From an optimization exercise on the open Yosys and OpenROAD flow, aimed at small area and few clock cycles; shortcuts taken in it are not production practice. The RTL was checked by simulation tests, not by an equivalence proof against the original design. Power figures rest on the tool's default switching activity, not on a simulated workload.

beta:
==> flow/design.v <==
`timescale 1ns/100ps
module rwt_tag_insert #(
  parameter DWIDTH = 64,
  parameter TYPE_WIDTH = 7
)(
  input                  clk,
  input                  aresetn,
  input                  use_tags,
  input [DWIDTH-1:0]     tag_escape,
  output                 s_axi_ready,
  input                  s_axi_valid,
  input [DWIDTH-1:0]     s_axi_data,
  input                  s_axi_tag_valid,
  input [TYPE_WIDTH-1:0] s_axi_tag_type,
  input                  s_axi_last,
  input                  m_axi_ready,
  output                 m_axi_valid,
  output [DWIDTH-1:0]    m_axi_data,
  output                 m_axi_last);
  localparam TAG_WIDTH = DWIDTH - 1 - TYPE_WIDTH;
  reg              h_v;       
  reg              h_t;       
  reg              h_x;       
  reg              h_p;       
  reg              h_l;       
  reg [DWIDTH-1:0] h_d;
  reg              t_v;
  reg              t_t;
  reg              t_x;
  reg              t_p;
  reg              t_l;
  reg [DWIDTH-1:0] t_d;
  reg              prev_tag;  
  wire out_valid = h_v & (~h_t | t_v);
  wire take_out = out_valid & m_axi_ready;
  wire deq = take_out & ~h_p;
  wire in_ready = ~t_v | deq;
  wire take_in = s_axi_valid & in_ready;
  wire in_to_h = ~h_v | (deq & ~t_v);
  wire in_t = use_tags & s_axi_tag_valid;
  wire in_x = use_tags & ~s_axi_tag_valid & (s_axi_data == tag_escape);
  wire in_p = in_x | (in_t & ~prev_tag);
  wire [DWIDTH-1:0] in_d = in_t ?
    {s_axi_data[DWIDTH-1], s_axi_tag_type, s_axi_data[TAG_WIDTH-1:0]} : s_axi_data;
  reg [DWIDTH-1:0] o_d;
  reg              o_l;
  always @(*) begin
    if (h_p) begin
      o_d = tag_escape;
      o_l = 1'b0;
    end else if (h_x) begin
      o_d = {DWIDTH{1'b0}};
      o_l = h_l;
    end else if (h_t) begin
      o_d = {t_t, h_d[DWIDTH-2:0]};
      o_l = h_l & ~t_t;
    end else begin
      o_d = h_d;
      o_l = h_l;
    end
  end
  assign s_axi_ready = in_ready;
  assign m_axi_valid = out_valid;
  assign m_axi_data = o_d;
  assign m_axi_last = o_l;
  wire h_from_t = deq & t_v;
  wire h_from_in = take_in & in_to_h & ~h_from_t;
  wire h_hold = ~h_from_t & ~h_from_in;
  always @(posedge clk) begin
    h_d <= ({DWIDTH{h_from_t}} & t_d) | ({DWIDTH{h_from_in}} & in_d) |
           ({DWIDTH{h_hold}} & h_d);
    if (take_in & ~in_to_h)
      t_d <= in_d;
  end
  always @(posedge clk) begin
    if (take_out & h_p)
      h_p <= 1'b0;
    if (deq & t_v) begin
      h_t <= t_t;
      h_x <= t_x;
      h_p <= t_p;
      h_l <= t_l;
    end else if (take_in & in_to_h) begin
      h_t <= in_t;
      h_x <= in_x;
      h_p <= in_p;
      h_l <= s_axi_last;
    end
    if (take_in & ~in_to_h) begin
      t_t <= in_t;
      t_x <= in_x;
      t_p <= in_p;
      t_l <= s_axi_last;
    end
  end
  always @(posedge clk) begin
    if (aresetn == 1'b0) begin
      h_v <= 1'b0;
      t_v <= 1'b0;
      prev_tag <= 1'b0;
    end else begin
      if (deq)
        h_v <= t_v | take_in;
      else if (take_in)
        h_v <= 1'b1;
      if (deq)
        t_v <= t_v & take_in;
      else if (take_in & h_v)
        t_v <= 1'b1;
      if (take_in)
        prev_tag <= in_t;
    end
  end
endmodule
==> flow/config.mk <==
export PLATFORM = sky130hd
export DESIGN_NAME = rwt_tag_insert
export DESIGN_NICKNAME = rwt_tag_insert
export VERILOG_FILES = /design/flow/design.v
export SDC_FILE = /design/flow/constraint.sdc
export NUM_CORES = 4
export LEC_CHECK = 0
export CAP_MARGIN = 20
export CORE_MARGIN = 2
export CORE_UTILIZATION = 40
export PLACE_DENSITY = 0.6
export SLEW_MARGIN = 20
==> flow/constraint.sdc <==
create_clock -name core_clock -period 4.0 [get_ports {clk}]
set_input_delay 0.8000 -clock core_clock [delete_from_list [all_inputs] [get_ports {clk}]]
set_output_delay 0.8000 -clock core_clock [all_outputs]
set_load 0.01 [all_outputs]
standard.sh (not shown) runs the stock make flow with config.mk's settings and CLKGATE_MAP_FILE= SYNTH_SCRIPT=/design/flow/synth_recipe.tcl, a recipe that flattens the netlist after the stock synthesis.
==> flow/flow/run.sh <==
#!/bin/bash
# The standard layout (standard.sh: the ORFS flow with its standard synthesis), with two
# changes: the port buffers are the smallest buffer, and clock tree synthesis uses clkbuf_4
# buffers without dummy loads. Each ORFS step logs to orfs/logs/; make's output goes to make.log.
set -euo pipefail
bash standard.sh finish \
  "BUFFER_PORTS_ARGS=-buffer_cell sky130_fd_sc_hd__buf_1" \
  "CTS_ARGS=-sink_clustering_enable -repair_clock_nets -buf_list sky130_fd_sc_hd__clkbuf_4 -dont_use_dummy_load" \
  > make.log 2>&1
Testbench counts of beta, summed over its fixed seeds: cycles 29,194.
> inputs changed (beta -> delta)
-- flow/design.v --
<<< beta, line 35
  wire take_out = out_valid & m_axi_ready;
  wire deq = take_out & ~h_p;
  wire in_ready = ~t_v | deq;
  wire take_in = s_axi_valid & in_ready;
  wire in_to_h = ~h_v | (deq & ~t_v);
  wire in_t = use_tags & s_axi_tag_valid;
  wire in_x = use_tags & ~s_axi_tag_valid & (s_axi_data == tag_escape);
>>> delta, line 35
  wire take_out = out_valid & m_axi_ready;
  wire deq = take_out & ~h_p;
  wire move = t_v & (~h_v | deq);
  wire in_ready = ~t_v | move;
  wire take_in = s_axi_valid & in_ready;
  wire in_t = use_tags & s_axi_tag_valid;
  wire in_x = use_tags & ~s_axi_tag_valid & (s_axi_data == tag_escape);
<<< beta, line 64
  assign m_axi_data = o_d;
  assign m_axi_last = o_l;
  wire h_from_t = deq & t_v;
  wire h_from_in = take_in & in_to_h & ~h_from_t;
  wire h_hold = ~h_from_t & ~h_from_in;
  always @(posedge clk) begin
    h_d <= ({DWIDTH{h_from_t}} & t_d) | ({DWIDTH{h_from_in}} & in_d) |
           ({DWIDTH{h_hold}} & h_d);
    if (take_in & ~in_to_h)
      t_d <= in_d;
  end
>>> delta, line 64
  assign m_axi_data = o_d;
  assign m_axi_last = o_l;
  always @(posedge clk) begin
    if (move)
      h_d <= t_d;
    if (take_in)
      t_d <= in_d;
  end
<<< beta, line 76
    if (take_out & h_p)
      h_p <= 1'b0;
    if (deq & t_v) begin
      h_t <= t_t;
      h_x <= t_x;
      h_p <= t_p;
      h_l <= t_l;
    end else if (take_in & in_to_h) begin
      h_t <= in_t;
      h_x <= in_x;
      h_p <= in_p;
      h_l <= s_axi_last;
    end
    if (take_in & ~in_to_h) begin
      t_t <= in_t;
      t_x <= in_x;
>>> delta, line 73
    if (take_out & h_p)
      h_p <= 1'b0;
    if (move) begin
      h_t <= t_t;
      h_x <= t_x;
      h_p <= t_p;
      h_l <= t_l;
    end
    if (take_in) begin
      t_t <= in_t;
      t_x <= in_x;
<<< beta, line 100
      prev_tag <= 1'b0;
    end else begin
      if (deq)
        h_v <= t_v | take_in;
      else if (take_in)
        h_v <= 1'b1;
      if (deq)
        t_v <= t_v & take_in;
      else if (take_in & h_v)
        t_v <= 1'b1;
      if (take_in)
        prev_tag <= in_t;
>>> delta, line 92
      prev_tag <= 1'b0;
    end else begin
      if (move)
        h_v <= 1'b1;
      else if (deq)
        h_v <= 1'b0;
      if (take_in)
        t_v <= 1'b1;
      else if (move)
        t_v <= 1'b0;
      if (take_in)
        prev_tag <= in_t;
## What came out
Max sum of internal, switching and leakage power across beta and delta: beta. Run comparison: beta cell at the slowest stage of the critical path sky130_fd_sc_hd__edfxtp_1; delta cell at the slowest stage of the critical path sky130_fd_sc_hd__buf_4. Mean post-synth cell area for delta is higher than for beta. delta gives less instance count after placement with tap cells included than beta did. Number of instances resized during post-cts repair: delta vs beta identical. [delta] number of antenna violations at the first check in global routing rose 1 relative to beta. delta vs beta: starting density of the core up in delta. delta ended up with a lower floorplan die area than beta did. Cell depth of the worst min-delay path was lower in the run labelled delta.
Testbench counts of delta, summed over its fixed seeds: cycles 29,200.

what the ideal ports hide:
No port has a modelled driver above. Below, the same layouts with a new extraction and two added sets of constraints. Step 1, drivers: a clkbuf_16 drives clk and a buf_2 each remaining input, both assumed. Step 2, shift: input delay + t, output delay - t, t = (earliest + latest rising clock arrival at the registers) / 2. This alone moves slack from input paths to output paths. Three values: ideal ports, drivers, drivers and shift; two values: the first two.
run	t (ns)	setup slack, ns	worst setup path at the end	clock arrival spread, ns	worst slew at a driven data input, ns
beta	0.567	0.741 / 0.707 / 1.274	register to output	0.036 / 0.036	0.07
delta	0.549	0.958 / 0.920 / 1.469	register to output	0.033 / 0.034	0.06
After both steps every run listed still meets setup and hold.
